From an optimization exercise on the open Yosys and OpenROAD flow, aimed at small area, a short achievable clock period and few clock cycles; shortcuts taken in it are not production practice.
Function was checked by simulation only, so behaviour that the tests miss may differ from the original.
No activity file was given, so power comes from the tool's default toggle rates.

===== flow/design.v =====
module tinyqv_decoder #(parameter REG_ADDR_BITS=4) (
    input [31:0] instr,
    output reg [31:0] imm,
    output reg is_load,
    output reg is_alu_imm,
    output reg is_auipc,
    output reg is_store,
    output reg is_alu_reg,
    output reg is_lui,
    output reg is_branch,
    output reg is_jalr,
    output reg is_jal,
    output reg is_ret,
    output reg is_system,
    output [2:1] instr_len,
    output reg [3:0] alu_op,   
    output reg [2:0] mem_op,       
    output reg [REG_ADDR_BITS-1:0] rs1,
    output reg [REG_ADDR_BITS-1:0] rs2,
    output reg [REG_ADDR_BITS-1:0] rd,
    output reg [2:0] additional_mem_ops,
    output reg       mem_op_increment_reg
);
    wire [31:0] Uimm = {    instr[31],   instr[30:12], {12{1'b0}}};
    wire [31:0] Iimm = {{21{instr[31]}}, instr[30:20]};
    wire [31:0] Simm = {{21{instr[31]}}, instr[30:25],instr[11:7]};
    wire [31:0] Bimm = {{20{instr[31]}}, instr[7],instr[30:25],instr[11:8],1'b0};
    wire [31:0] Jimm = {{12{instr[31]}}, instr[19:12],instr[20],instr[30:21],1'b0};
    wire [31:0] CLWSPimm     = {24'b0, instr[3:2], instr[12], instr[6:4], 2'b00};
    wire [31:0] CSWSPimm     = {24'b0, instr[8:7], instr[12:9], 2'b00};
    wire [31:0] CLSWimm      = {25'b0, instr[5], instr[12:10], instr[6], 2'b00};   
    wire [31:0] CLSHimm      = {30'b0, instr[5], 1'b0};   
    wire [31:0] CLSBimm      = {30'b0, instr[5], instr[6]};   
    wire [31:0] CJimm        = {{21{instr[12]}}, instr[8], instr[10:9], instr[6], instr[7], instr[2], instr[11], instr[5:3], 1'b0};
    wire [31:0] CBimm        = {{24{instr[12]}}, instr[6:5], instr[2], instr[11:10], instr[4:3], 1'b0};
    wire [31:0] CALUimm      = {{27{instr[12]}}, instr[6:2]};           
    wire [31:0] CLUIimm      = {{15{instr[12]}}, instr[6:2], 12'b0};
    wire [31:0] CADDI16SPimm = {{23{instr[12]}}, instr[4:3], instr[5], instr[2], instr[6], 4'b0};
    wire [31:0] CADDI4SPimm  = {22'b0, instr[10:7], instr[12:11], instr[5], instr[6], 2'b0};
    wire [31:0] CSCXTimm     = {{23{instr[12]}}, instr[9:7], instr[10], instr[11], 4'b0};
    always @(*) begin
        additional_mem_ops = 3'b000;
        mem_op_increment_reg = 1;
        is_ret = 0;
        if (instr[1:0] == 2'b11) begin
            is_load    =  (instr[6:2] == 5'b00000);  
            is_alu_imm =  (instr[6:2] == 5'b00100);  
            is_auipc   =  (instr[6:2] == 5'b00101);  
            is_store   =  (instr[6:2] == 5'b01000);  
            is_alu_reg =  (instr[6:2] == 5'b01100);  
            is_lui     =  (instr[6:2] == 5'b01101);  
            is_branch  =  (instr[6:2] == 5'b11000);  
            is_jalr    =  (instr[6:2] == 5'b11001);  
            is_jal     =  (instr[6:2] == 5'b11011);  
            is_system  =  (instr[6:2] == 5'b11100);  
            if (is_auipc || is_lui) imm = Uimm;
            else if (is_store) imm = Simm;
            else if (is_branch) imm = Bimm;
            else if (is_jal) imm = Jimm;
            else imm = Iimm;
            if (is_load || is_auipc || is_store || is_jalr || is_jal) alu_op = 4'b0000;   
            else if (is_branch) alu_op = {1'b0, !instr[14], instr[14:13]};
            else if (instr[26] && is_alu_reg) alu_op = {1'b1, instr[27:26], instr[13]};   
            else alu_op = {instr[30] && (instr[5] || instr[13:12] == 2'b01),instr[14:12]};
            mem_op = instr[14:12];
            if ((is_load || is_store) && instr[13:12] == 2'b11) begin
                mem_op = 3'b010;
                additional_mem_ops = {1'b0, instr[14], 1'b1};
            end
            if (is_store && instr[14:12] == 3'b110) begin
                mem_op = 3'b010;
                additional_mem_ops = {1'b0, instr[14], 1'b1};
                mem_op_increment_reg = 0;
            end
            rs1 = instr[15+:REG_ADDR_BITS];
            rs2 = instr[20+:REG_ADDR_BITS];
            rd  = instr[ 7+:REG_ADDR_BITS];
        end else begin
            is_load    = 0;
            is_alu_imm = 0;
            is_auipc   = 0;
            is_store   = 0;
            is_alu_reg = 0;
            is_lui     = 0;
            is_branch  = 0;
            is_jalr    = 0;
            is_jal     = 0;
            is_system  = 0;
            imm = {32{1'bx}};
            alu_op = 4'b0000;
            mem_op = 3'bxxx;
            rs1 = {REG_ADDR_BITS{1'bx}};
            rs2 = {REG_ADDR_BITS{1'bx}};
            rd = {REG_ADDR_BITS{1'bx}};
            case ({instr[1:0], instr[15:13]})
                5'b00000: begin  
                    is_alu_imm = 1;
                    imm = CADDI4SPimm;
                    rs1 = 4'd2;
                    rd  = {1'b1, instr[4:2]};
                end
                5'b00010: begin  
                    is_load = 1;
                    mem_op = 3'b010;
                    imm = CLSWimm;
                    rs1 = {1'b1, instr[9:7]};
                    rd  = {1'b1, instr[4:2]};
                end 
                5'b00100: begin  
                    imm = instr[10] ? CLSHimm : CLSBimm;
                    rs1 = {1'b1, instr[9:7]};
                    if (instr[11]) begin
                        is_store = 1;
                        mem_op = {2'b00, instr[10]};
                        rs2 = {1'b1, instr[4:2]};
                    end else begin
                        is_load = 1;
                        mem_op = {~(instr[10] & instr[6]), 1'b0, instr[10]};
                        rd = {1'b1, instr[4:2]};
                    end
                end
                5'b00110: begin  
                    is_store = 1;
                    mem_op = 3'b010;
                    imm = CLSWimm;
                    rs1 = {1'b1, instr[9:7]};
                    rs2 = {1'b1, instr[4:2]};
                end
                5'b00111: begin  
                    is_store = 1;     
                    mem_op = 3'b010;
                    imm = CSCXTimm;
                    rs1 = 4'd3;
                    rs2 = {instr[5], 3'b001};
                    additional_mem_ops = instr[4:2];
                end
                5'b01000: begin  
                    is_alu_imm = 1;
                    imm = CALUimm;
                    rs1 = instr[10:7];
                    rd  = instr[10:7];
                end
                5'b01001: begin  
                    is_jal = 1;
                    imm = CJimm;
                    rd  = 4'd1;
                end
                5'b01010: begin  
                    is_alu_imm = 1;
                    imm = CALUimm;
                    rs1 = 4'd0;
                    rd  = instr[10:7];
                end
                5'b01011: begin  
                    rd  = instr[10:7];
                    if (instr[10:7] == 4'd2) begin
                        is_alu_imm = 1;
                        imm = CADDI16SPimm;
                        rs1 = 4'd2;
                    end else begin
                        is_lui = 1;
                        imm = CLUIimm;
                    end
                end
                5'b01100: begin  
                    rs1 = {1'b1, instr[9:7]};
                    rs2 = {1'b1, instr[4:2]};
                    rd  = {1'b1, instr[9:7]};
                    imm = CALUimm;
                    if (instr[11:10] != 2'b11) begin
                        is_alu_imm = 1;
                        if (instr[11] == 1'b0) begin  
                            alu_op = {instr[10], 3'b101};
                        end else begin
                            alu_op = 4'b0111;
                        end
                    end else if (instr[12]) begin
                        is_alu_imm = 1;
                        case (instr[4:2])
                            3'b101: begin   
                                    alu_op = 4'b0100;  
                                    imm = 32'hffffffff;
                            end
                            default: begin  
                                    alu_op = 4'b0111;  
                                    imm = {16'h0000, {8{instr[3]}}, 8'hff};
                            end
                        endcase
                    end else begin
                        is_alu_reg = 1;
                        case (instr[6:5])
                            2'b00: alu_op = 4'b1000;   
                            2'b01: alu_op = 4'b0100;   
                            2'b10: alu_op = 4'b0110;   
                            2'b11: alu_op = 4'b0111;   
                        endcase
                    end
                end
                5'b01101: begin  
                    is_jal = 1;
                    imm = CJimm;
                    rd  = 4'd0;
                end                
                5'b01110: begin  
                    is_branch = 1;
                    imm = CBimm;
                    rs1 = {1'b1, instr[9:7]};
                    rs2 = 4'd0;
                    alu_op = 4'b0100;
                    mem_op = 3'b000;
                end    
                5'b01111: begin  
                    is_branch = 1;
                    imm = CBimm;
                    rs1 = {1'b1, instr[9:7]};
                    rs2 = 4'd0;
                    alu_op = 4'b0100;
                    mem_op = 3'b001;
                end
                5'b10000: begin  
                    is_alu_imm = 1;
                    imm = CALUimm;
                    rs1 = instr[10:7];
                    rd  = instr[10:7];
                    alu_op = 4'b0001;
                end
                5'b10001: begin  
                    is_load = 1;      
                    mem_op = 3'b010;
                    imm = CADDI16SPimm;
                    rs1 = 4'd3;
                    rd  = {instr[10], 3'b001};
                    additional_mem_ops = instr[9:7];
                end
                5'b10010: begin  
                    is_load = 1;
                    mem_op = 3'b010;
                    imm = CLWSPimm;
                    rs1 = 4'd2;
                    rd  = instr[10:7];
                end
                5'b10011: begin  
                    is_load = 1;
                    mem_op = 3'b010;
                    imm = CLWSPimm;
                    rs1 = 4'd4;
                    rd  = instr[10:7];
                end
                5'b10100: begin 
                    if (instr[6:2] == 0) begin
                        if (instr[11:7] == 0) begin   
                            is_system = 1;
                            imm = 1;
                        end else begin  
                            if (instr[10:7] == 4'd1 && !instr[12]) is_ret = 1;
                            is_jalr = 1;
                            imm = 0;
                            rs1 = instr[10:7];
                            rd = {3'b000, instr[12]};
                        end
                    end else begin   
                        is_alu_reg = 1;
                        rs1 = instr[12] ? instr[10:7] : 4'd0;
                        rs2 = instr[5:2];
                        rd  = instr[10:7];
                    end
                end
                5'b10101: begin  
                    is_alu_reg = 1;
                    alu_op = 4'b1010;
                    rs1 = instr[10:7];
                    rs2 = instr[5:2];
                    rd  = instr[10:7];                    
                end
                5'b10110: begin  
                    is_store = 1;
                    mem_op = 3'b010;
                    imm = CSWSPimm;
                    rs1 = 4'd2;
                    rs2 = instr[5:2];
                end
                5'b10111: begin  
                    is_store = 1;
                    mem_op = 3'b010;
                    imm = CSWSPimm;
                    rs1 = 4'd4;
                    rs2 = instr[5:2];
                end
                default: begin
                    is_system = 1;
                    imm = 32'd2;
                end
            endcase
        end
    end
    assign instr_len = (instr[1:0] == 2'b11) ? 2'b10 : 2'b01;
endmodule
module tinyqv_cpu #(parameter NUM_REGS=16, parameter REG_ADDR_BITS=4) (
    input clk,
    input rstn,
    output [23:1] instr_addr,
    output        instr_fetch_restart,
    output        instr_fetch_stall,
    input         instr_fetch_started,
    input         instr_fetch_stopped,
    input  [15:0] instr_data_in,
    input         instr_ready,
    input  [15:0] interrupt_req,
    output reg [27:0] data_addr,
    output reg [1:0]  data_write_n,  
    output reg [1:0]  data_read_n,   
    output            data_read_complete,
    output reg [31:0] data_out,
    output reg    data_continue,
    input         data_ready,   
    input  [31:0] data_in,
    input         time_pulse,
    output        debug_instr_complete,
    output        debug_instr_valid,
    output        debug_interrupt_pending,
    output        debug_branch,
    output        debug_early_branch,
    output        debug_ret,
    output        debug_reg_wen,
    output        debug_counter_0,
    output [3:0] debug_rd
);
    localparam CB = 6;                   
    localparam NE = 1 << (CB - 2);       
    localparam LB = 4;                   
    localparam NL = 1 << (CB - LB);      
    localparam LIM = 8;                  
    reg  [15:0] cache_e [0:NE-1];        
    reg  [15:0] cache_o [0:NE-1];        
    reg  [2*NE-1:0] cache_v;             
    reg  [14:CB] cache_tag [0:NL-1];     
    reg  [23:1] pc_d;                    
    reg  [31:0] ibuf;                    
    reg         ibuf_valid;
    wire [31:0] imm_de;
    wire is_load_de, is_alu_imm_de, is_auipc_de, is_store_de, is_alu_reg_de, is_lui_de;
    wire is_branch_de, is_jalr_de, is_jal_de, is_ret_de, is_system_de;
    wire [2:1] instr_len_de;
    wire [3:0] alu_op_de;
    wire [2:0] mem_op_de;
    wire [3:0] rs1_de, rs2_de, rd_de;
    wire [2:0] additional_mem_ops_de;
    wire mem_op_increment_reg_de;
    tinyqv_decoder i_decoder(
        .instr(ibuf),
        .imm(imm_de),
        .is_load(is_load_de),
        .is_alu_imm(is_alu_imm_de),
        .is_auipc(is_auipc_de),
        .is_store(is_store_de),
        .is_alu_reg(is_alu_reg_de),
        .is_lui(is_lui_de),
        .is_branch(is_branch_de),
        .is_jalr(is_jalr_de),
        .is_jal(is_jal_de),
        .is_ret(is_ret_de),
        .is_system(is_system_de),
        .instr_len(instr_len_de),
        .alu_op(alu_op_de),
        .mem_op(mem_op_de),
        .rs1(rs1_de),
        .rs2(rs2_de),
        .rd(rd_de),
        .additional_mem_ops(additional_mem_ops_de),
        .mem_op_increment_reg(mem_op_increment_reg_de)
    );
    wire accept;                         
    wire [23:1] offset_de = (ibuf[1:0] == 2'b11) ?
        (ibuf[3] ? {{4{ibuf[31]}}, ibuf[19:12], ibuf[20], ibuf[30:21]} :                       
                   {{12{ibuf[31]}}, ibuf[7], ibuf[30:25], ibuf[11:8]}) :                       
        (ibuf[14] ? {{16{ibuf[12]}}, ibuf[6:5], ibuf[2], ibuf[11:10], ibuf[4:3]} :             
                    {{13{ibuf[12]}}, ibuf[8], ibuf[10:9], ibuf[6], ibuf[7], ibuf[2], ibuf[11], ibuf[5:3]});  
    wire [23:1] target_de = pc_d + offset_de;
    wire predict_de = is_jal_de || (is_branch_de && offset_de[23]);
    wire redirect;                       
    wire [23:1] redirect_target;
    wire [23:1] pc_next  = pc_d + {21'd0, instr_len_de};
    wire [CB-1:1] h_d   = pc_d[CB-1:1];
    wire [14:CB]  tag_d = pc_d[14:CB];
    wire [14:CB]  tag_d1 = tag_d + 1'b1;
    wire [1:0]    step  = ibuf_valid ? instr_len_de : 2'd0;
    wire [CB-1:0] hf0   = {1'b0, h_d} + {{(CB-2){1'b0}}, step};
    wire [CB-1:0] hf1   = {1'b0, h_d} + {{(CB-2){1'b0}}, step} + 1'b1;
    wire [14:CB]  tag_f0 = hf0[CB-1] ? tag_d1 : tag_d;
    wire [14:CB]  tag_f1 = hf1[CB-1] ? tag_d1 : tag_d;
    wire [CB-1:2] idx_o = hf0[CB-2:1];
    wire [CB-1:2] idx_e = hf1[CB-2:1];
    wire          swap  = hf0[0];
    wire [15:0] hw_e = cache_e[idx_e];
    wire [15:0] hw_o = cache_o[idx_o];
    wire [31:0] instr_f = swap ? {hw_e, hw_o} : {hw_o, hw_e};
    wire hit0 = cache_v[hf0[CB-2:0]] && cache_tag[hf0[CB-2:LB-1]] == tag_f0;
    wire hit1 = cache_v[hf1[CB-2:0]] && cache_tag[hf1[CB-2:LB-1]] == tag_f1;
    wire [CB-1:0] hd1    = {1'b0, h_d} + 1'b1;
    wire [14:CB]  tag_dd1 = hd1[CB-1] ? tag_d1 : tag_d;
    wire hit0_d = cache_v[h_d] && cache_tag[h_d[CB-1:LB]] == tag_d;
    wire hit1_d = cache_v[hd1[CB-2:0]] && cache_tag[hd1[CB-2:LB-1]] == tag_dd1;
    wire [23:1] pc_d2 = pc_d + 23'd1;
    wire valid_f = hit0 && (instr_f[1:0] != 2'b11 || hit1);
    always @(posedge clk) begin
        if (!rstn) begin
            pc_d <= 23'd0;
            ibuf_valid <= 1'b0;
        end else begin
            if (redirect)    pc_d <= redirect_target;
            else if (accept) pc_d <= predict_de ? target_de : pc_next;
            if (redirect || (accept && predict_de)) ibuf_valid <= 1'b0;
            else if (accept || !ibuf_valid)         ibuf_valid <= valid_f;
        end
    end
    always @(posedge clk)
        if (accept || !ibuf_valid) ibuf <= instr_f;
    localparam F_IDLE = 2'd0;    
    localparam F_REQ  = 2'd1;    
    localparam F_RUN  = 2'd2;    
    reg [1:0]  fstate;
    reg [14:1] stream_addr;              
    wire [15:0] hw_d = pc_d[1] ? cache_o[pc_d[CB-1:2]] : cache_e[pc_d[CB-1:2]];
    wire fetch_miss = !ibuf_valid && !(hit0_d && (hw_d[1:0] != 2'b11 || hit1_d));
    wire [14:1] miss_addr = hit0_d ? pc_d2[14:1] : pc_d[14:1];
    wire [14:1] stream_ahead = stream_addr[14:1] - pc_d[14:1];
    always @(posedge clk) begin
        if (!rstn) begin
            fstate <= F_IDLE;
        end else begin
            case (fstate)
                F_IDLE: if (fetch_miss) begin
                            fstate <= F_REQ;
                            stream_addr <= miss_addr;
                        end
                F_REQ:  if (instr_fetch_started) fstate <= F_RUN;
                default: begin
                    if (fetch_miss && stream_addr != miss_addr) begin
                        fstate <= F_REQ;
                        stream_addr <= miss_addr;
                    end else if (instr_fetch_stopped) begin
                        fstate <= F_IDLE;
                    end else if (instr_ready) begin
                        stream_addr <= stream_addr + 14'd1;
                    end
                end
            endcase
        end
    end
    wire cache_write = fstate == F_RUN && instr_ready;
    always @(posedge clk) begin
        if (cache_write) begin
            if (stream_addr[1]) cache_o[stream_addr[CB-1:2]] <= instr_data_in;
            else                cache_e[stream_addr[CB-1:2]] <= instr_data_in;
        end
    end
    always @(posedge clk) begin
        if (!rstn) begin
            cache_v <= {(2*NE){1'b0}};
        end else if (cache_write) begin
            if (cache_tag[stream_addr[CB-1:LB]] != stream_addr[14:CB]) begin
                cache_tag[stream_addr[CB-1:LB]] <= stream_addr[14:CB];
                cache_v[{stream_addr[CB-1:LB], {(LB-1){1'b0}}} +: (1 << (LB-1))] <= {{((1 << (LB-1))-1){1'b0}}, 1'b1} << stream_addr[LB-1:1];
            end else begin
                cache_v[stream_addr[CB-1:1]] <= 1'b1;
            end
        end
    end
    assign instr_addr = {9'd0, stream_addr};
    assign instr_fetch_restart = fstate == F_REQ;
    assign instr_fetch_stall = fstate == F_RUN && stream_ahead >= LIM;
    reg        e_valid;
    reg is_load, is_store, is_alu, is_lui, is_branch, is_jalr, is_jal, is_mul, is_czero, e_sub;
    reg [3:0] alu_op;
    reg [2:0] mem_op;
    reg [3:0] rs2, rd;
    reg [2:0] additional_mem_ops;
    reg       mem_op_increment_reg;
    reg [31:0] a;                
    reg [31:0] b;                
    reg [31:0] r2;               
    reg [23:1] target;           
    reg        e_predict;
    localparam X_EXEC = 3'd0;    
    localparam X_MEM  = 3'd1;    
    localparam X_WB   = 3'd2;    
    localparam X_NEXT = 3'd3;    
    localparam X_MUL  = 3'd4;    
    reg [2:0]  xstate;
    reg [3:0]  mul_count;        
    reg [31:0] regs [0:15];
    reg        wr_en;
    reg [31:0] wr_data;
    wire       wr_reg = wr_en && rd != 4'd0 && rd != 4'd3 && rd != 4'd4;
    genvar i;
    generate
        for (i = 1; i < 16; i = i + 1) begin : gen_regs
            if (i != 3 && i != 4) begin : gen_reg
                always @(posedge clk)
                    if (wr_reg && rd == i) regs[i] <= wr_data;
            end
        end
    endgenerate
    function [31:0] read_reg(input [3:0] r);
        case (r)
            4'd0: read_reg = 32'd0;
            4'd3: read_reg = 32'h01000400;   
            4'd4: read_reg = 32'h08000000;   
            default: read_reg = regs[r];
        endcase
    endfunction
    wire [3:0]  rb = xstate == X_NEXT ? rs2 : rs2_de;
    wire [31:0] rf_a = (wr_reg && rd == rs1_de) ? wr_data : read_reg(rs1_de);
    wire [31:0] rf_b = (wr_reg && rd == rb) ? wr_data : read_reg(rb);
    wire is_mul_de = (is_alu_imm_de || is_alu_reg_de) && alu_op_de[3:1] == 3'b101;
    always @(posedge clk) begin
        if (accept) begin
            is_load <= is_load_de;
            is_store <= is_store_de;
            is_alu <= is_alu_imm_de || is_alu_reg_de || is_auipc_de;
            is_lui <= is_lui_de;
            is_branch <= is_branch_de;
            is_jalr <= is_jalr_de;
            is_jal <= is_jal_de;
            is_mul <= is_mul_de;
            is_czero <= is_alu_reg_de && alu_op_de[3:1] == 3'b111;
            e_sub <= (alu_op_de[1] || alu_op_de[3]) && !is_mul_de && !is_auipc_de;
            alu_op <= is_auipc_de ? 4'b0000 : alu_op_de;
            mem_op <= mem_op_de;
            rs2 <= rs2_de;
            rd <= rd_de;
            additional_mem_ops <= additional_mem_ops_de;
            mem_op_increment_reg <= mem_op_increment_reg_de;
            a <= is_auipc_de ? {8'h00, pc_d, 1'b0} : rf_a;
            b <= (is_alu_reg_de || is_branch_de) ? rf_b : imm_de;
            r2 <= rf_b;
            target <= predict_de ? pc_next : target_de;
            e_predict <= predict_de;
        end else if (xstate == X_MUL && mul_count != 4'd0) begin
            a <= {sum[30:0], 1'b0};
            b <= r2[15] ? data_out : 32'd0;
            r2 <= {r2[30:0], 1'b0};
        end else if (e_valid && xstate == X_EXEC && is_mul) begin
            a <= 32'd0;
            b <= r2[15] ? a : 32'd0;
            r2 <= {r2[30:0], 1'b0};
        end else if (xstate == X_MEM && data_ready) begin
            b <= data_in;
        end else if (xstate == X_WB && additional_mem_ops != 3'b000) begin
            additional_mem_ops <= additional_mem_ops - 3'd1;
            rd <= rd + 4'd1;
            rs2 <= rs2 + {3'd0, mem_op_increment_reg};
        end
    end
    wire [32:0] sum = {1'b0, a} + {1'b0, b ^ {32{e_sub}}} + {32'd0, e_sub};
    wire eq  = a == b;
    wire ltu = !sum[32];
    wire lt  = (a[31] != b[31]) ? a[31] : sum[31];
    wire cmp = alu_op[0] ? ltu : alu_op[1] ? lt : eq;
    function [31:0] reverse(input [31:0] x);
        integer k;
        for (k = 0; k < 32; k = k + 1) reverse[k] = x[31-k];
    endfunction
    wire        shift_left = !alu_op[2];
    wire [31:0] shift_in = shift_left ? reverse(a) : a;
    wire        shift_fill = alu_op[3] && alu_op[2] && a[31];
    wire [63:0] shift_ext = {{32{shift_fill}}, shift_in} >> b[4:0];
    wire [31:0] shift_out = shift_left ? reverse(shift_ext[31:0]) : shift_ext[31:0];
    reg [31:0] alu_out;
    always @(*) begin
        if (is_czero)
            alu_out = ((r2 == 32'd0) ^ alu_op[0]) ? 32'd0 : a;
        else case (alu_op[2:0])
            3'b000:  alu_out = sum[31:0];
            3'b010,
            3'b011:  alu_out = {31'd0, cmp};
            3'b100:  alu_out = a ^ b;
            3'b110:  alu_out = a | b;
            3'b111:  alu_out = a & b;
            default: alu_out = shift_out;
        endcase
    end
    wire in_exec = e_valid && xstate == X_EXEC;
    wire in_mul = xstate == X_MUL;
    wire is_mem_op = is_load || is_store;
    assign redirect = in_exec && (is_jalr || (is_branch && (cmp ^ mem_op[0] ^ e_predict)));
    assign redirect_target = is_jalr ? sum[23:1] : target;
    wire exec_done = (in_exec && !is_mem_op && !is_mul) ||
                     (xstate == X_WB && additional_mem_ops == 3'b000) ||
                     (in_mul && mul_count == 4'd0);
    assign accept = (!e_valid || exec_done) && ibuf_valid;
    wire [31:0] load_ext = mem_op[1] ? b :
                           mem_op[0] ? {{16{!mem_op[2] && b[15]}}, b[15:0]} :
                                       {{24{!mem_op[2] && b[7]}}, b[7:0]};
    always @(*) begin
        wr_en = 1'b0;
        wr_data = alu_out;
        if (in_exec) begin
            if (is_alu) begin
                wr_en = !is_mul;
            end else if (is_lui) begin
                wr_en = 1'b1;
                wr_data = b;
            end else if (is_jal || is_jalr) begin
                wr_en = 1'b1;
                wr_data = {8'h00, is_jal ? target : pc_d, 1'b0};
            end
        end else if (xstate == X_WB) begin
            wr_en = is_load;
            wr_data = load_ext;
        end else if (in_mul) begin
            wr_en = mul_count == 4'd0;
            wr_data = sum[31:0];
        end
    end
    always @(posedge clk) begin
        if (!rstn) begin
            e_valid <= 1'b0;
            xstate <= X_EXEC;
            data_read_n <= 2'b11;
            data_write_n <= 2'b11;
            data_continue <= 1'b0;
        end else begin
            if (redirect)       e_valid <= 1'b0;
            else if (accept)    e_valid <= 1'b1;
            else if (exec_done) e_valid <= 1'b0;
            case (xstate)
                X_EXEC: if (e_valid) begin
                    if (is_mem_op) begin
                        data_addr <= sum[27:0];
                        data_read_n <= is_load ? mem_op[1:0] : 2'b11;
                        data_write_n <= is_store ? mem_op[1:0] : 2'b11;
                        data_out <= r2;
                        data_continue <= additional_mem_ops != 3'b000;
                        xstate <= X_MEM;
                    end else if (is_mul) begin
                        data_out <= a;
                        mul_count <= 4'd15;
                        xstate <= X_MUL;
                    end
                end
                X_MEM: if (data_ready) begin
                    data_read_n <= 2'b11;
                    data_write_n <= 2'b11;
                    xstate <= X_WB;
                end
                X_WB: begin
                    if (additional_mem_ops != 3'b000) begin
                        data_addr[3:2] <= data_addr[3:2] + 2'd1;
                        xstate <= X_NEXT;
                    end else begin
                        xstate <= X_EXEC;
                    end
                end
                X_NEXT: begin
                    data_read_n <= is_load ? mem_op[1:0] : 2'b11;
                    data_write_n <= is_store ? mem_op[1:0] : 2'b11;
                    data_out <= rf_b;
                    data_continue <= additional_mem_ops != 3'b000;
                    xstate <= X_MEM;
                end
                default: begin
                    mul_count <= mul_count - 4'd1;
                    if (mul_count == 4'd0) xstate <= X_EXEC;
                end
            endcase
        end
    end
    assign data_read_complete = 1'b0;
    assign debug_instr_complete = exec_done;
    assign debug_instr_valid = e_valid;
    assign debug_interrupt_pending = 1'b0;
    assign debug_branch = redirect;
    assign debug_early_branch = 1'b0;
    assign debug_ret = 1'b0;
    assign debug_reg_wen = wr_en;
    assign debug_counter_0 = 1'b0;
    assign debug_rd = wr_data[3:0];
    wire _unused = &{interrupt_req, time_pulse, is_ret_de, is_system_de, 1'b0};
endmodule
module qspi_controller (
    input clk,
    input rstn,
    input      [3:0] spi_data_in,
    output reg [3:0] spi_data_out,
    output reg [3:0] spi_data_oe,
    output           spi_clk_out,
    output reg       spi_flash_select,
    output reg       spi_ram_a_select,
    output reg       spi_ram_b_select,
    input [24:0] addr_in,
    input  [7:0] data_in,
    input        start_read,
    input        start_write,
    input        stall_txn,
    input        stop_txn,
    output [7:0] data_out,
    output reg   data_req,
    output reg   data_ready,
    output       busy
);
    localparam ADDR_BITS = 24;
    localparam DATA_WIDTH_BITS = 8;   
    localparam FSM_IDLE = 0;
    localparam FSM_CMD  = 1;
    localparam FSM_ADDR = 2;
    localparam FSM_DUMMY1 = 3;
    localparam FSM_DUMMY2 = 4;
    localparam FSM_DATA = 5;
    localparam FSM_STALLED = 6;
    localparam FSM_STALL_RECOVER = 7;
    reg [2:0] fsm_state;
    reg       is_writing;
    reg [ADDR_BITS-1:0]       addr;
    reg [DATA_WIDTH_BITS-1:0] data;
    reg [2:0] nibbles_remaining;
    wire [1:0] delay_cycles_cfg = 2'b01;   
    reg       spi_clk_pos;
    reg [3:0] spi_in_buffer;
    assign data_out = data;
    assign busy = fsm_state != FSM_IDLE;
    reg stop_txn_reg;
    wire stop_txn_now = stop_txn_reg || (stop_txn && (!is_writing || spi_clk_pos));
    always @(posedge clk) begin
        if (!rstn) 
            stop_txn_reg <= 0;
        else
            stop_txn_reg <= stop_txn && !stop_txn_now;
    end
    reg [1:0] read_cycles_count;
    reg last_ram_a_sel;
    reg last_ram_b_sel;
    wire ram_a_block = (last_ram_a_sel == 0) && addr_in[24:23] == 2'b10;
    wire ram_b_block = (last_ram_b_sel == 0) && addr_in[24:23] == 2'b11;
/*verilator lint_off WIDTH*/
    always @(posedge clk) begin
        if (!rstn || stop_txn_now) begin
            fsm_state <= FSM_IDLE;
            is_writing <= 0;
            nibbles_remaining <= 0;
            data_ready <= 0;
            spi_clk_pos <= 0;
            spi_data_oe <= 4'b0000;
            spi_flash_select <= 1;
            spi_ram_a_select <= 1;
            spi_ram_b_select <= 1;
            data_req <= 0;
            read_cycles_count <= 0;
        end else begin
            data_ready <= 0;
            data_req <= 0;
            if (fsm_state == FSM_IDLE) begin
                if ((start_read || start_write) && !ram_a_block && !ram_b_block) begin
                    fsm_state <= addr_in[24] ? FSM_CMD : FSM_ADDR;
                    is_writing <= !start_read && addr_in[24];   
                    nibbles_remaining <= addr_in[24] ? 2-1 : 6-1;
                    spi_data_oe <= 4'b1111;
                    spi_clk_pos <= 0;
                    spi_flash_select <= addr_in[24];
                    spi_ram_a_select <= addr_in[24:23] != 2'b10;
                    spi_ram_b_select <= addr_in[24:23] != 2'b11;
                end
            end else begin
                if (read_cycles_count == 0) read_cycles_count <= 2'b01;
                else read_cycles_count <= read_cycles_count - 2'b01;
                if (fsm_state == FSM_STALLED) begin
                    spi_clk_pos <= 0;
                    if (!stall_txn && !read_cycles_count[1]) begin
                        data_ready <= !is_writing;
                        if (is_writing) begin
                            fsm_state <= FSM_DATA;
                            read_cycles_count <= 2'b00;
                        end else begin
                            fsm_state <= (delay_cycles_cfg[1] == 0) ? FSM_DATA : FSM_STALL_RECOVER;
                            read_cycles_count <= {1'b0, delay_cycles_cfg[0]};
                        end
                    end
                end else begin
                    spi_clk_pos <= !spi_clk_pos;
                    if (((fsm_state == FSM_DATA && !is_writing) || fsm_state == FSM_STALL_RECOVER) ? (read_cycles_count == 0) : spi_clk_pos) begin
                        if (nibbles_remaining == 0) begin
                            if (fsm_state == FSM_DATA || fsm_state == FSM_STALL_RECOVER) begin
                                data_ready <= !is_writing && !stall_txn;
                                nibbles_remaining <= (DATA_WIDTH_BITS >> 2)-1;
                                if (stall_txn) begin
                                    fsm_state <= FSM_STALLED;
                                    read_cycles_count <= delay_cycles_cfg | 2'b01;
                                end else begin
                                    fsm_state <= FSM_DATA;
                                end
                            end else begin
                                fsm_state <= fsm_state + 1;
                                if (fsm_state == FSM_CMD) begin
                                    nibbles_remaining <= (ADDR_BITS >> 2)-1;
                                end
                                else if (fsm_state == FSM_ADDR) begin
                                    if (is_writing) begin
                                        fsm_state <= FSM_DATA;
                                        nibbles_remaining <= (DATA_WIDTH_BITS >> 2)-1;
                                    end else if (spi_flash_select) begin
                                        fsm_state <= FSM_DUMMY2;
                                        spi_data_oe <= 4'b0000;
                                        nibbles_remaining <= 4-1;
                                    end else begin
                                        nibbles_remaining <= 2-1;
                                    end
                                end
                                else if (fsm_state == FSM_DUMMY1) begin
                                    spi_data_oe <= 4'b0000;
                                    nibbles_remaining <= 4-1;
                                end
                                else if (fsm_state == FSM_DUMMY2) begin
                                    nibbles_remaining <= (DATA_WIDTH_BITS >> 2)-1;
                                    read_cycles_count <= delay_cycles_cfg;
                                end
                            end
                        end else begin
                            if (fsm_state == FSM_STALL_RECOVER) fsm_state <= FSM_DATA;
                            nibbles_remaining <= nibbles_remaining - 1;
                        end
                    end else begin
                        data_req <= is_writing && (fsm_state == FSM_DATA) && nibbles_remaining == 0;
                    end
                end
            end
        end
    end
/*verilator lint_on WIDTH*/
    always @(posedge clk) begin
        if (fsm_state == FSM_IDLE && (start_read || start_write)) begin
            addr <= addr_in[23:0];
        end else if (fsm_state == FSM_ADDR && spi_clk_pos) begin
            addr <= {addr[ADDR_BITS-5:0], 4'b0000};
        end
    end
    always @(posedge clk) begin
        if (is_writing) begin
            if (fsm_state == FSM_STALLED) begin
                data <= data_in;
            end else if (spi_clk_pos) begin
                if (nibbles_remaining == 0) begin
                    data <= data_in;
                end else if (fsm_state == FSM_DATA) begin
                    data <= {data[DATA_WIDTH_BITS-5:0], spi_data_in};
                end
            end
        end else if (read_cycles_count == 0 && fsm_state == FSM_DATA) begin
            data <= {data[DATA_WIDTH_BITS-5:0], spi_data_in};
        end else if (read_cycles_count == 0 && fsm_state == FSM_STALL_RECOVER) begin
            data <= {data[DATA_WIDTH_BITS-5:0], spi_in_buffer};
        end else if (read_cycles_count == 2'b10 && fsm_state == FSM_STALLED) begin
            spi_in_buffer <= spi_data_in;
        end
    end
    always @(*) begin
        case (fsm_state)
            FSM_CMD: begin  
                if (is_writing) begin
                    if (nibbles_remaining[0])
                        spi_data_out = 4'b0000;
                    else
                        spi_data_out = 4'b0010;
                end else begin
                    if (nibbles_remaining[0])
                        spi_data_out = 4'b0000;
                    else
                        spi_data_out = 4'b1011;
                end
            end
            FSM_ADDR:   spi_data_out = addr[ADDR_BITS-1:ADDR_BITS-4];
            FSM_DUMMY1: spi_data_out = 4'b1010;
            FSM_DATA:   spi_data_out = is_writing ? data[DATA_WIDTH_BITS-1:DATA_WIDTH_BITS-4] : 4'b1111;
            default:    spi_data_out = 4'b1010;
        endcase
    end
    always @(posedge clk) begin
        if (!rstn) begin
            last_ram_a_sel <= 1;
            last_ram_b_sel <= 1;
        end else begin
            last_ram_a_sel <= spi_ram_a_select;
            last_ram_b_sel <= spi_ram_b_select;
        end
    end
    assign spi_clk_out = spi_clk_pos;
endmodule
module tinyqv_mem_ctrl (
    input clk,
    input rstn,
    input [23:1] instr_addr,
    input        instr_fetch_restart,
    input        instr_fetch_stall,
    output reg     instr_fetch_started,
    output reg     instr_fetch_stopped,
    output  [15:0] instr_data,
    output         instr_ready,
    input [24:0] data_addr,
    input [1:0]  data_write_n,  
    input [1:0]  data_read_n,   
    input [31:0] data_to_write,
    input        data_continue,  
    output         data_ready,   
    output  [31:0] data_from_read,
    input      [3:0] spi_data_in,
    output     [3:0] spi_data_out,
    output     [3:0] spi_data_oe,
    output           spi_clk_out,
    output           spi_flash_select,
    output           spi_ram_a_select,
    output           spi_ram_b_select,
    output        debug_stall_txn,
    output        debug_stop_txn
);
    reg start_instr;
    reg start_read;
    reg start_write;
    reg stop_txn;
    reg continue_txn;
    reg [1:0] data_txn_n;
    reg [1:0] data_txn_len;
    reg qspi_write_done;
    wire qspi_busy;
    reg instr_active;
    wire is_instr = instr_active || start_instr;
    wire [1:0] txn_len = is_instr ? 2'b01 : data_txn_len;
    wire [24:0] addr_in = is_instr ? {1'b0, instr_addr, 1'b0} : data_addr[24:0];
    reg [31:0] qspi_data_buf;
    reg [1:0] qspi_data_byte_idx;
    wire qspi_data_req;
    wire qspi_data_ready;
    wire [7:0] qspi_data_out;
    wire stall_txn = instr_active && instr_fetch_stall && !instr_ready && qspi_data_byte_idx == 2'b01;
    reg data_stall;
    always @(*) begin
        start_instr = 0;
        start_read = 0;
        start_write = 0;
        stop_txn = 0;
        data_txn_n = data_write_n & data_read_n;
        if (qspi_busy || qspi_write_done) begin
            if (instr_active) begin
                if (instr_fetch_restart && (!instr_fetch_started || stall_txn)) begin
                    stop_txn = 1;
                end else if ((qspi_data_ready && qspi_data_byte_idx == 2'b01) || instr_fetch_stall) begin
                    if (data_txn_n != 2'b11) begin
                        stop_txn = 1;
                    end
                end
            end else if ((qspi_data_ready || qspi_data_req) && qspi_data_byte_idx == data_txn_len && !continue_txn) begin
                stop_txn = 1;
            end
        end else begin
            if (data_read_n != 2'b11)
                start_read = 1;
            else if (data_write_n != 2'b11)
                start_write = 1;
            else if (instr_fetch_restart)
                start_instr = 1;
        end
    end
    always @(posedge clk) begin
        if (!rstn || stop_txn) begin
            instr_active <= 0;
        end else begin
            instr_active <= qspi_busy ? instr_active : start_instr;
        end
    end
    wire [1:0] write_qspi_data_byte_idx = qspi_data_byte_idx + (qspi_data_req ? 2'b01 : 2'b00);
    qspi_controller q_ctrl(
        .clk(clk),
        .rstn(rstn),
        .spi_data_in(spi_data_in),
        .spi_data_out(spi_data_out),
        .spi_data_oe(spi_data_oe),
        .spi_clk_out(spi_clk_out),
        .spi_flash_select(spi_flash_select),
        .spi_ram_a_select(spi_ram_a_select),
        .spi_ram_b_select(spi_ram_b_select),
        .addr_in(addr_in),
        .data_in(qspi_data_buf[{write_qspi_data_byte_idx,3'b000} +:8]),
        .start_read(start_read || start_instr),
        .start_write(start_write),
        .stall_txn(stall_txn || data_stall),
        .stop_txn(stop_txn),
        .data_out(qspi_data_out),
        .data_req(qspi_data_req),
        .data_ready(qspi_data_ready),
        .busy(qspi_busy)
    );
    always @(posedge clk) begin
        if (!rstn) begin
            instr_fetch_started <= 1'b0;
            instr_fetch_stopped <= 1'b0;
        end else begin
            instr_fetch_started <= start_instr;
            instr_fetch_stopped <= stop_txn;
        end
    end
    always @(posedge clk) begin
        if (!rstn || start_instr || start_read || start_write) begin
            qspi_data_byte_idx <= 2'b00;
        end else begin
            if (qspi_data_ready || qspi_data_req) begin
                qspi_data_byte_idx <= qspi_data_byte_idx + 2'b01;
                if (qspi_data_byte_idx == txn_len) begin
                    qspi_data_byte_idx <= 0;
                end
            end
        end
    end
    always @(posedge clk) begin
        if (qspi_data_ready) begin
            qspi_data_buf[{qspi_data_byte_idx,3'b000} +:8] <= qspi_data_out;
        end else if (data_write_n != 2'b11 && (data_stall || start_write)) begin
            qspi_data_buf <= data_to_write;
        end
    end
    assign instr_data = {qspi_data_out, qspi_data_buf[7:0]};
    assign instr_ready = instr_active && qspi_data_ready && qspi_data_byte_idx == 2'b01;
    always @(posedge clk) begin
        qspi_write_done <= qspi_data_req && qspi_data_byte_idx == data_txn_len;
    end
    always @(posedge clk) begin
        if (!rstn)
            data_txn_len <= 2'b11;
        else if (start_read || start_write) begin
            data_txn_len <= {data_txn_n[1], data_txn_n[1] | data_txn_n[0]};   
        end
    end
    always @(posedge clk) begin
        if (!rstn) begin
            continue_txn <= 0;
        end else begin
            if (continue_txn) begin
                if ((qspi_data_req && qspi_data_byte_idx + 2'b01 == data_txn_len) ||
                    (qspi_data_ready && qspi_data_byte_idx == data_txn_len))
                begin
                    data_stall <= 1;
                end else if (data_stall && qspi_data_byte_idx == 2'b00 && ((data_read_n != 2'b11 && !data_ready) || data_write_n != 2'b11)) begin
                    data_stall <= 0;
                    continue_txn <= data_continue;
                end
            end else begin
                data_stall <= 0;
                if (start_write || start_read) begin
                    continue_txn <= data_continue;
                end
            end
        end
    end
    assign data_ready = !instr_active && ((qspi_data_ready && qspi_data_byte_idx == data_txn_len) || (data_write_n != 2'b11 && ((data_stall && qspi_data_byte_idx == 2'b00) || start_write)));
    assign data_from_read = data_ready ? ({qspi_data_out, qspi_data_buf[23:16],
        data_txn_len == 2'b01 ? qspi_data_out : qspi_data_buf[15:8],
        data_txn_len == 2'b00 ? qspi_data_out : qspi_data_buf[7:0]}) : qspi_data_buf;
    assign debug_stall_txn = stall_txn;
    assign debug_stop_txn = stop_txn;
endmodule
`default_nettype none
module tinyQV (
    input clk,
    input rstn,
    output [27:0] data_addr,
    output  [1:0] data_write_n,  
    output  [1:0] data_read_n,   
    output        data_read_complete,
    output [31:0] data_out,    
    input         data_ready,   
    input  [31:0] data_in,
    input  [15:0] interrupt_req,
    input         time_pulse,
    input   [3:0] spi_data_in,
    output  [3:0] spi_data_out,
    output  [3:0] spi_data_oe,
    output        spi_clk_out,
    output        spi_flash_select,
    output        spi_ram_a_select,
    output        spi_ram_b_select,
    output        debug_instr_complete,
    output        debug_instr_ready,
    output        debug_instr_valid,
    output        debug_fetch_restart,
    output        debug_data_ready,
    output        debug_interrupt_pending,
    output        debug_branch,
    output        debug_early_branch,
    output        debug_ret,
    output        debug_reg_wen,
    output        debug_counter_0,
    output        debug_data_continue,
    output        debug_stall_txn,
    output        debug_stop_txn,
    output  [3:0] debug_rd
);
  wire [23:1] instr_addr;
  wire        instr_fetch_restart;
  wire        instr_fetch_stall;
  wire        instr_fetch_started;
  wire        instr_fetch_stopped;
  wire [15:0] instr_data;
  wire        instr_ready;
  wire [27:0] qv_data_addr;
  wire  [1:0] qv_data_write_n;
  wire  [1:0] qv_data_read_n;
  wire        qv_data_read_complete;
  wire [31:0] qv_data_to_write;
  wire        qv_data_ready;
  wire [31:0] qv_data_from_read;
  wire        qv_data_continue;
  wire  [1:0] mem_data_write_n;
  wire  [1:0] mem_data_read_n;
  wire        mem_data_ready;
  wire [31:0] mem_data_from_read;
  wire is_mem = qv_data_addr[27:25] == 0;
  assign qv_data_ready = is_mem ? mem_data_ready : data_ready;
  assign qv_data_from_read = is_mem ? mem_data_from_read : data_in;
  assign mem_data_write_n = is_mem ? qv_data_write_n : 2'b11;
  assign mem_data_read_n =  is_mem ? qv_data_read_n  : 2'b11;
  assign data_addr = qv_data_addr;
  assign data_write_n =       !is_mem ? qv_data_write_n       : 2'b11;
  assign data_read_n =        !is_mem ? qv_data_read_n        : 2'b11;
  assign data_read_complete = !is_mem ? qv_data_read_complete : 0;
  assign data_out = qv_data_to_write;
  reg rst_reg_n;
  always @(posedge clk) rst_reg_n <= rstn;
  tinyqv_cpu cpu(
        .clk(clk),
        .rstn(rst_reg_n),
        .instr_addr(instr_addr),
        .instr_fetch_restart(instr_fetch_restart),
        .instr_fetch_stall(instr_fetch_stall),
        .instr_fetch_started(instr_fetch_started),
        .instr_fetch_stopped(instr_fetch_stopped),
        .instr_data_in(instr_data),
        .instr_ready(instr_ready),
        .interrupt_req(interrupt_req),
        .data_addr(qv_data_addr),
        .data_write_n(qv_data_write_n),
        .data_read_n(qv_data_read_n),
        .data_read_complete(qv_data_read_complete),
        .data_out(qv_data_to_write),
        .data_continue(qv_data_continue),
        .data_ready(qv_data_ready),
        .data_in(qv_data_from_read),
        .time_pulse(time_pulse),
        .debug_instr_complete(debug_instr_complete),
        .debug_instr_valid(debug_instr_valid),
        .debug_interrupt_pending(debug_interrupt_pending),
        .debug_branch(debug_branch),
        .debug_early_branch(debug_early_branch),
        .debug_ret(debug_ret),
        .debug_reg_wen(debug_reg_wen),
        .debug_counter_0(debug_counter_0),
        .debug_rd(debug_rd)
    );
  tinyqv_mem_ctrl mem(
        .clk(clk),
        .rstn(rstn),
        .instr_addr(instr_addr),
        .instr_fetch_restart(instr_fetch_restart),
        .instr_fetch_stall(instr_fetch_stall),
        .instr_fetch_started(instr_fetch_started),
        .instr_fetch_stopped(instr_fetch_stopped),
        .instr_data(instr_data),
        .instr_ready(instr_ready),
        .data_addr(qv_data_addr[24:0]),
        .data_write_n(mem_data_write_n),
        .data_read_n(mem_data_read_n),
        .data_to_write(qv_data_to_write),
        .data_continue(qv_data_continue),
        .data_ready(mem_data_ready),
        .data_from_read(mem_data_from_read),
        .spi_data_in(spi_data_in),
        .spi_data_out(spi_data_out),
        .spi_data_oe(spi_data_oe),
        .spi_flash_select(spi_flash_select),
        .spi_ram_a_select(spi_ram_a_select),
        .spi_ram_b_select(spi_ram_b_select),
        .spi_clk_out(spi_clk_out),
        .debug_stall_txn(debug_stall_txn),
        .debug_stop_txn(debug_stop_txn)
    );
    assign debug_instr_ready = instr_ready;
    assign debug_fetch_restart = instr_fetch_restart;
    assign debug_data_ready = qv_data_ready;
    assign debug_data_continue = qv_data_continue;
endmodule
`default_nettype none
module tinyqv_top (
    input         clk,
    input         rst_n,
    output [27:0] data_addr,
    output  [1:0] data_write_n,
    output  [1:0] data_read_n,
    output [31:0] data_out,
    input         data_ready,
    input  [31:0] data_in,
    input   [3:0] spi_data_in,
    output  [3:0] spi_data_out,
    output  [3:0] spi_data_oe,
    output        spi_clk_out,
    output        spi_flash_select,
    output        spi_ram_a_select,
    output        spi_ram_b_select
);
    wire        data_read_complete;
    wire [15:0] debug_unused;
    wire  [3:0] debug_rd;
    tinyQV i_tinyqv (
        .clk(clk),
        .rstn(rst_n),
        .data_addr(data_addr),
        .data_write_n(data_write_n),
        .data_read_n(data_read_n),
        .data_read_complete(data_read_complete),
        .data_out(data_out),
        .data_ready(data_ready),
        .data_in(data_in),
        .interrupt_req(16'd0),
        .time_pulse(1'b0),
        .spi_data_in(spi_data_in),
        .spi_data_out(spi_data_out),
        .spi_data_oe(spi_data_oe),
        .spi_clk_out(spi_clk_out),
        .spi_flash_select(spi_flash_select),
        .spi_ram_a_select(spi_ram_a_select),
        .spi_ram_b_select(spi_ram_b_select),
        .debug_instr_complete(debug_unused[0]),
        .debug_instr_ready(debug_unused[1]),
        .debug_instr_valid(debug_unused[2]),
        .debug_fetch_restart(debug_unused[3]),
        .debug_data_ready(debug_unused[4]),
        .debug_interrupt_pending(debug_unused[5]),
        .debug_branch(debug_unused[6]),
        .debug_early_branch(debug_unused[7]),
        .debug_ret(debug_unused[8]),
        .debug_reg_wen(debug_unused[9]),
        .debug_counter_0(debug_unused[10]),
        .debug_data_continue(debug_unused[11]),
        .debug_stall_txn(debug_unused[12]),
        .debug_stop_txn(debug_unused[13]),
        .debug_rd(debug_rd)
    );
    assign debug_unused[15:14] = 2'b00;
    wire _unused = &{data_read_complete, debug_unused, debug_rd, 1'b0};
endmodule

===== flow/constraint.sdc =====
create_clock -name core_clock -period 15.0 [get_ports {clk}]
set_input_delay 3.0000 -clock core_clock [delete_from_list [all_inputs] [get_ports {clk}]]
set_output_delay 3.0000 -clock core_clock [all_outputs]
set_load 0.01 [all_outputs]

===== flow/flow/run.sh =====
#!/bin/bash
# The standard layout (standard.sh: standard synthesis, then ORFS to
# finish at the design's clock period and constraints), with clock tree
# synthesis told not to add dummy loads for balancing.
set -e
export CTS_ARGS="-sink_clustering_enable -repair_clock_nets -sink_clustering_size 25 -sink_clustering_max_diameter 60 -dont_use_dummy_load"
bash standard.sh > standard.log 2>&1

===== flow/standard.sh =====
#!/bin/bash
# synth_recipe.tcl (not shown) runs the flow's synth.tcl, then flattens the netlist and writes it again
# the make line also repeats each setting of config.mk as NAME=value (left out here)
make -C /OpenROAD-flow-scripts/flow DESIGN_CONFIG=/design/flow/config.mk WORK_HOME=/design/flow/orfs CLKGATE_MAP_FILE= SYNTH_SCRIPT=/design/flow/synth_recipe.tcl "${@:-finish}"

===== flow/config.mk =====
export PLATFORM = sky130hd
export DESIGN_NAME = tinyqv_top
export DESIGN_NICKNAME = tinyqv_top
export VERILOG_FILES = /design/flow/design.v
export SDC_FILE = /design/flow/constraint.sdc
export NUM_CORES = 4
export LEC_CHECK = 0
export ABC_AREA = 1
export CAP_MARGIN = 20
export CORE_MARGIN = 2
export CORE_UTILIZATION = 40
export CTS_CLUSTER_DIAMETER = 60
export CTS_CLUSTER_SIZE = 25
export SLEW_MARGIN = 20

==> key figures, run 1 <==
Outcome
  • Status: no timing/DRC/antenna violations

Floorplan
  • Boundary pin count: 115
  • Rows: 167
  • Die area: 211,400 um2
  • Initial Util: 0.4018
  • Die width: 459.8 um
  • Die height: 459.8 um
  • Core area: 206,900 um2

CTS
  • Clk buf depth: 3
  • Post-cts repair resize count: 0
  • Root Driver: clkbuf_16
  • Clock Latency Late Sink: 830 ps
  • CTS Buf Count: 117
  • Clock H-tree levels: 3
  • CTS tree: yes
  • Clk pin slew, worst setup/hold paths: 80 ps
  • Setup bufs post-CTS: 0
  • Sink Count: 1,394
  • Post-CTS Hold Fix Bufs: 0

Cells and area
  • Fillers: 20,580
  • Largest register FFs: 416
  • Area grow syn2layout: 8.707%
  • Register area: 40,840 um2
  • Layout cell share with drive strength beyond 1: 0.05523
  • Top reg by flops: i_tinyqv.cpu.regs
  • Total Nets Final: 10,330
  • Footprint of the multi-input gates: 36,590 um2

Power
  • Pleak: 35.09 nW
  • VDD IR max: 0.1079 mV
  • Final Total Pwr: 10.81 mW
  • Pwr dens: 119.7 nW/um2

Logic synthesis
  • Post-Syn Area: 83,110 um2
  • Synth Area per Inst: 8.145 um2
  • Async S/R FF share, synth: 0
  • Gate Count Post-Synth: 10,210
  • Synthesized net count: 10,430
  • Main flop type after synthesis: edfxtp_1
  • YS warnings: 102
  • Sequential element share of the synthesized area: 0.4914
  • Number of enable flip-flop cells after synthesis: 1,292
  • Yosys cell types: 70
  • Post-synthesis register bit count: 1,394

Critical path
  • CP max-delay cell: fa_4
  • Cell Chain, Critical Path: nand2_1 -> buf_4 -> inv_1 -> nor2_1 -> ha_2 -> fa_4 -> inv_2 -> nor3_1 -> inv_1 -> nand2_1 -> nand2_4 -> clkinv_2 -> buf_4 -> nand2_1 -> a21oi_1 -> o31ai_1 -> o21ai_0 -> inv_1 -> o21ai_0
  • CP Max Fanout: 94
  • CP delay by family, top: buffers and inverters
  • Buf/Inv on CP: 7
  • Slowest cell delay on critical path: 1030 ps
  • Critical Path AT: 6590 ps
  • CP Capture Type: register
  • Worst Setup Start Kind: register
  • CP required: 15,660 ps
  • Setup CP Type: reg -> reg

Timing
  • RSZ-0062 raised after global routing: false
  • Setup-failing EPs final: 0
  • Slew margin rel.: 0.2016
  • Clock skew: 110.5 ps
  • Worst Max-Slew Pin Slew: 1193 ps
  • Final Critical Period: 5936 ps
  • Max Slew Vio Count: 0
  • Setup TNS Final: 0 ps
  • Fin crit share: 0.3957
  • Peak Freq: 168.5 MHz
  • Final Hold Vio Count: 0

Detailed routing
  • Drt total wl: 372,400 um
  • Drt pass-1 iters: 8
  • Vias/cell: 6.180
  • DRC Markers: 0
  • Routed len/inst: 29.05 um
  • Vias: 79,210
  • Number of DRC markers in iteration 0: 12,360
  • Met3 WL post-DR: 47,000 um
  • Routed Antenna Nets: 0
  • WL met2: 155,900 um
  • DRT met1 WL: 147,300 um
  • DR top layer: met5

Place
  • I/O Buffers: 114
  • DPL Wire Length: 258,300 um
  • GPL Wtd Cong: 1.077

GRT
  • Largest net degree at the start of global routing: 95
  • Initial antenna violation count: 13
  • Vias in the first global route: 72,630
  • GRT overflow: 0
  • GRT Util Overall: 0.3412
  • Global-route wire length before repair: 524,300 um

Job
  • Max_cap viols: 0

Hold path
  • Worst min path class: reg -> reg
-- logic make-up after synthesis --
| logic type | synth area share |
|---|---|
| compound gates | 0.1508 |
| xor+xnor | 0.01629 |
| fa+ha+maj | 0.02761 |
| buf+inv | 0.07342 |
| flops | 0.4914 |
| mux | 0.0009635 |
| simple gates | 0.2396 |
-- final cells by class --
class / instances / share of cell area
diodes: 9 / 0.0002493
clock buffers: 117 / 0.03240
inverters: 992 / 0.04124
multi-input cells: 7262 / 0.4050
flip-flops and latches: 1394 / 0.4520
well taps: 2704 / 0.03745
repair buffers: 339 / 0.03163
-- path summary, 6_finish.rpt --
| path | from | end | slack [ps] | cells after the start |
|---|---|---|---|---|
| worst max register to register | i_tinyqv.cpu.ibuf[0] | i_tinyqv.cpu.ibuf[30] | 9060 | 19 |
| worst min register to register | i_tinyqv.mem.q_ctrl.nibbles_remaining[1] | i_tinyqv.mem.q_ctrl.nibbles_remaining[1] | 480 | 2 |
| worst max-delay path | i_tinyqv.cpu.ibuf[0] | i_tinyqv.cpu.ibuf[30] | 9060 | 19 |
| worst min-delay path | i_tinyqv.mem.q_ctrl.nibbles_remaining[1] | i_tinyqv.mem.q_ctrl.nibbles_remaining[1] | 480 | 2 |
-- worst register-to-register path: stages, from the launching register on --
cell      delay, ps
edfxtp_1        480
nand2_1          90
buf_4           280
inv_1           140
nor2_1           60
ha_2            220
fa_4           1030
inv_2           380
nor3_1          440
inv_1            80
nand2_1         120
nand2_4         240
clkinv_2        300
buf_4           830
nand2_1         220
a21oi_1         190
o31ai_1          90
o21ai_0         360
inv_1           110
o21ai_0         190
-- layout by cell type, fill, tap and decap left out, types with 30 or more instances in the layout --
master	Yosys	routed
xor2_1	130	122
o21ai_0	750	747
nand4_1	72	72
dfxtp_1	102	101
nor2_4	9	30
edfxtp_1	1292	1292
nor2_1	757	730
nand2_1	2622	2616
o22ai_1	206	206
o21ai_1	50	51
nor3_1	180	164
clkdlybuf4s50_1	0	114
a22oi_1	42	42
o32ai_1	36	36
nand3_1	961	961
buf_4	23	223
ha_1	177	175
clkbuf_16	0	117
inv_2	54	56
a211oi_1	31	31
inv_1	920	917
o31ai_1	44	44
a21oi_1	670	669
o211ai_1	155	155
a31oi_1	66	66
-- metal layers --
layer	track usage	up-vias
met2	0.5017	5372
met1	0.4659	38020
met5	0	-
met4	0.1736	8
li1	-	34840
met3	0.08318	964
-- synthesized netlist by cell type (29+ instances only) --
| cell type | n | area share |
|---|---|---|
| a211oi_1 | 31 | 0.0028 |
| a21oi_1 | 670 | 0.040 |
| a22oi_1 | 42 | 0.0038 |
| a31oi_1 | 66 | 0.0050 |
| buf_1 | 67 | 0.0030 |
| buf_2 | 119 | 0.0072 |
| clkbuf_1 | 341 | 0.015 |
| dfxtp_1 | 102 | 0.025 |
| edfxtp_1 | 1292 | 0.47 |
| ha_1 | 177 | 0.027 |
| inv_1 | 920 | 0.042 |
| inv_2 | 54 | 0.0024 |
| nand2_1 | 2622 | 0.12 |
| nand3_1 | 961 | 0.058 |
| nand4_1 | 72 | 0.0054 |
| nor2_1 | 757 | 0.034 |
| nor3_1 | 180 | 0.011 |
| nor4_1 | 29 | 0.0022 |
| o211ai_1 | 155 | 0.014 |
| o21ai_0 | 750 | 0.045 |
| o21ai_1 | 50 | 0.0030 |
| o22ai_1 | 206 | 0.016 |
| o31ai_1 | 44 | 0.0040 |
| o32ai_1 | 36 | 0.0038 |
| xor2_1 | 130 | 0.014 |
-- per-stage QoR --
step | hold WS (ps) | area [um2] | util | setup slack (ps) | cells
2_1_floorplan | 440.8 | 83110 | - | 9072 | 10210
3_3_place_gp | 449.0 | 87350 | 0.4223 | 9208 | 12690
3_5_place_dp | 467.1 | 87390 | 0.4225 | 9183 | 12690
4_1_cts | 478.0 | 90320 | 0.4366 | 9193 | 12810
5_1_grt | 498.9 | 90330 | 0.4367 | 8580 | 12810
6_report | 478.5 | 90350 | 0.4368 | 9064 | 12820
-- where the power goes --
part / switching (mW) / total (mW) / leakage [nW] / internal (mW)
clock: 1.38 / 2.74 / 1.44 / 1.36
combinational: 2.41 / 3.16 / 21.1 / 0.753
sequential: 0.283 / 4.92 / 12.6 / 4.63
total: 4.07 / 10.8 / 35.1 / 6.74
Testbench counts, summed over its fixed seeds: cycles 547,246.
==> inputs of run 2 (changes only) <==
==> flow/flow/run.sh (replaced) <==
#!/bin/bash
# The standard layout (standard.sh: standard synthesis, then ORFS to
# finish at the design's clock period and constraints), with clock tree
# synthesis told not to add dummy loads for balancing, and timing repair
# aiming for 9 ns of setup slack.
set -e
export CTS_ARGS="-sink_clustering_enable -repair_clock_nets -sink_clustering_size 25 -sink_clustering_max_diameter 60 -dont_use_dummy_load"
export SETUP_SLACK_MARGIN=9
bash standard.sh > standard.log 2>&1
==> key figures, run 2 <==
Critical path
  • CP required: 15,520 ps
  • Critical Path AT: 6280 ps
  • CP Capture Type: register
  • Reg2Reg Setup Slack: 9240 ps
  • CP Max Fanout: 27
  • Worst Setup Start Kind: register
  • Setup CP Type: reg -> reg

Logic synthesis
  • Post-synth top area share: 0.4668
  • Count leader, synth: nand2_1
  • Synth Area per Inst: 8.145 um2
  • Largest area contributor in the netlist: edfxtp_1
  • Async S/R FF share, synth: 0
  • Number of enable flip-flop cells after synthesis: 1,292
  • Sequential element share of the synthesized area: 0.4914
  • Post-synthesis register bit count: 1,394
  • YS warnings: 102
  • Top cells by count, synth: 2,622 x nand2_1, 1,292 x edfxtp_1, 961 x nand3_1, 920 x inv_1, 757 x nor2_1
  • Main flop type after synthesis: edfxtp_1
  • Yosys cell types: 70
  • Synthesized net count: 10,430
  • Gate Count Post-Synth: 10,210
  • Top cells by area, synth: edfxtp_1 47%, nand2_1 12%, nand3_1 5.8%
  • Post-Syn Area: 83,110 um2

Floorplan
  • Rows: 167
  • Initial Util: 0.4018
  • Boundary pin count: 115
  • Core area: 206,900 um2
  • Die height: 459.8 um
  • Die area: 211,400 um2
  • Die width: 459.8 um

Power
  • Sw frac: 0.3767
  • Comb power frac: 0.292
  • VDD IR max: 0.1084 mV
  • Clock Power Share: 0.253
  • Pleak: 35.09 nW
  • Flop pwr share: 0.455
  • Net Sw Power: 4.075 mW
  • Pwr dens: 119.7 nW/um2
  • Internal: 6.743 mW

CTS
  • Post-CTS Hold Fix Bufs: 0
  • Clk buf depth: 3
  • Root Driver: clkbuf_16
  • Clk pin slew, worst setup/hold paths: 80 ps
  • CTS tree: yes
  • Clock Latency Late Sink: 830 ps
  • CTS Buf Count: 117
  • Setup bufs post-CTS: 0
  • Sink Count: 1,394
  • Clock H-tree levels: 3

Cells and area
  • Post-layout util: 0.4368
  • Largest register FFs: 416
  • Layout cell share with drive strength beyond 1: 0.05523
  • Most frequent cells in the layout: 2,616 x nand2_1, 1,292 x edfxtp_1, 961 x nand3_1, 917 x inv_1, 747 x o21ai_0
  • Top reg by flops: i_tinyqv.cpu.regs
  • Final non-filler cell total: 12,810
  • Total Nets Final: 10,330
  • Area grow syn2layout: 8.718%
  • Most common cell after layout, fill and taps aside: nand2_1

Timing
  • Final Hold Vio Count: 0
  • Worst Slack Setup Final: 9236 ps
  • Setup TNS Final: 0 ps
  • Final Critical Period: 5764 ps
  • Slew margin rel.: 0.1845
  • Fin crit share: 0.3843
  • Worst Max-Slew Pin Slew: 1219 ps
  • RSZ-0062 raised after global routing: false
  • Peak Freq: 173.5 MHz
  • Setup-failing EPs final: 0
  • Clock skew: 105.7 ps
  • Max Slew Vio Count: 0
  • Hold Slack: 478.2 ps

GRT
  • Largest net degree at the start of global routing: 95
  • Global-route wire length before repair: 524,300 um
  • Initial antenna violation count: 13
  • GRT Util Overall: 0.3412
  • GRT overflow: 0
  • Vias in the first global route: 72,630

Place
  • Cells after DPL: 12,690
  • I/O Buffers: 114
  • DPL Wire Length: 258,300 um
  • GPL Wtd Cong: 1.077
  • Pre-CTS setup slack: 9183 ps

Detailed routing
  • Drt total wl: 372,300 um
  • Number of DRC markers in iteration 0: 12,360
  • Routed Antenna Nets: 0
  • DRC Markers: 0
  • Vias: 79,180
  • Drt pass-1 iters: 8
  • Vias/cell: 6.179
  • Routed len/inst: 29.06 um

Outcome
  • Status: no timing/DRC/antenna violations

Job
  • Max_cap viols: 0

Hold path
  • Worst min path class: reg -> reg
-- run 2: cell counts after synthesis --
No cell type changed its count.
-- run 2: critical path: stages, from the launching register on --
cell and delay, ps:
edfxtp_1 860, nand2_1 280, inv_2 110, nand3_2 210
nand3_2 180, nand2_1 90, nand3_1 110, nand3_1 100
nand2_2 210, inv_2 70, nor2_4 570, buf_4 530
nand2_2 670, o21ai_0 390, nor2_1 80, nand3_1 240
nand2_1 250, a31oi_1 410
-- run 2: kinds of logic after synthesis --
logic type	after synthesis	share of synthesized area
AOI/OAI and AO/OA	2182	0.1508
buffers and inverters	1549	0.07342
and+or+nand+nor	4739	0.2396
DFF	1394	0.4914
xor gates and xnor gates	152	0.01629
muxes	8	0.0009635
adders and majority gates	181	0.02761
-- run 2: through the flow --
stage | power (mW) | instance area, um2
final | 10.82 | 90360
after global routing | 11.09 | 90350
after detailed placement | 7.973 | 87390
after floorplan | 6.386 | 83110
after global placement | 7.959 | 87350
after CTS | 10.66 | 90320
-- run 2: worst paths after layout --
kind / startpoint / end / cells past startpoint
hold / removal: i_tinyqv.mem.q_ctrl.nibbles_remaining[1] / i_tinyqv.mem.q_ctrl.nibbles_remaining[1] / 2
hold reg to reg: i_tinyqv.mem.q_ctrl.nibbles_remaining[1] / i_tinyqv.mem.q_ctrl.nibbles_remaining[1] / 2
setup / recovery: i_tinyqv.cpu.ibuf[14] / i_tinyqv.cpu.data_out[11] / 17
setup reg to reg: i_tinyqv.cpu.ibuf[14] / i_tinyqv.cpu.data_out[11] / 17
-- run 2: repair_timing --
| item | CTS | global route |
|---|---|---|
| setup endpoints to repair | 0 | 30 |
| resized for setup | 0 | 5 |
| endpoints found under the hold margin | 0 | 0 |
-- run 2: power groups by stage --
stage          combinational, mW  sequential (mW)  clock [mW]
2_1_floorplan               1.54             4.84           0
3_3_place_gp                2.99             4.97           0
3_5_place_dp                3.00             4.97           0
4_1_cts                     3.01             4.89        2.76
5_1_grt                     3.30             4.90        2.89
6_report                    3.16             4.92        2.74
-- run 2: area by class of cell --
type                    count  area (um2)
multi-input cells        7262       36590
well taps                2704        3383
inverters                 992        3726
repair buffers            339        2874
diodes                      6       15.01
flip-flops and latches   1394       40840
fillers                 20580      116500
clock buffers             117        2928
-- run 2: layer usage --
layer,global-route usage,wire length (um)
met1,0.4659,146100
met2,0.5017,155800
met3,0.08318,48260
met4,0.1736,22130
met5,0,43

-- separate check: timing with driven ports --
No port has a modelled driver above. Below, the same layouts with a new extraction and two added sets of constraints.
Step 1 sets driving cells, clkbuf_16 on the clock port and buf_2 on the other inputs (assumed; they add their load-dependent delay and slew).
Step 2 also shifts input and output timing later by t, the mid clock arrival at the registers, as if the neighbouring blocks saw the same clock.
a / b / c = ideal ports / drivers / drivers and shift; a / b = the first two.
| run | shift t [ns] | slack for setup (ns) | worst hold slack (ns) | clock arrival spread, ns | worst register clock-pin slew, ns |
|---|---|---|---|---|---|
| run 1 | 0.863 | 9.064 / 9.064 / 9.064 | 0.479 / 0.479 / 0.479 | 0.111 / 0.110 | 0.10 / 0.10 |
| run 2 | 0.852 | 9.236 / 9.236 / 9.236 | 0.478 / 0.478 / 0.478 | 0.107 / 0.106 | 0.10 / 0.10 |
After both steps setup and hold are still met in every run listed.
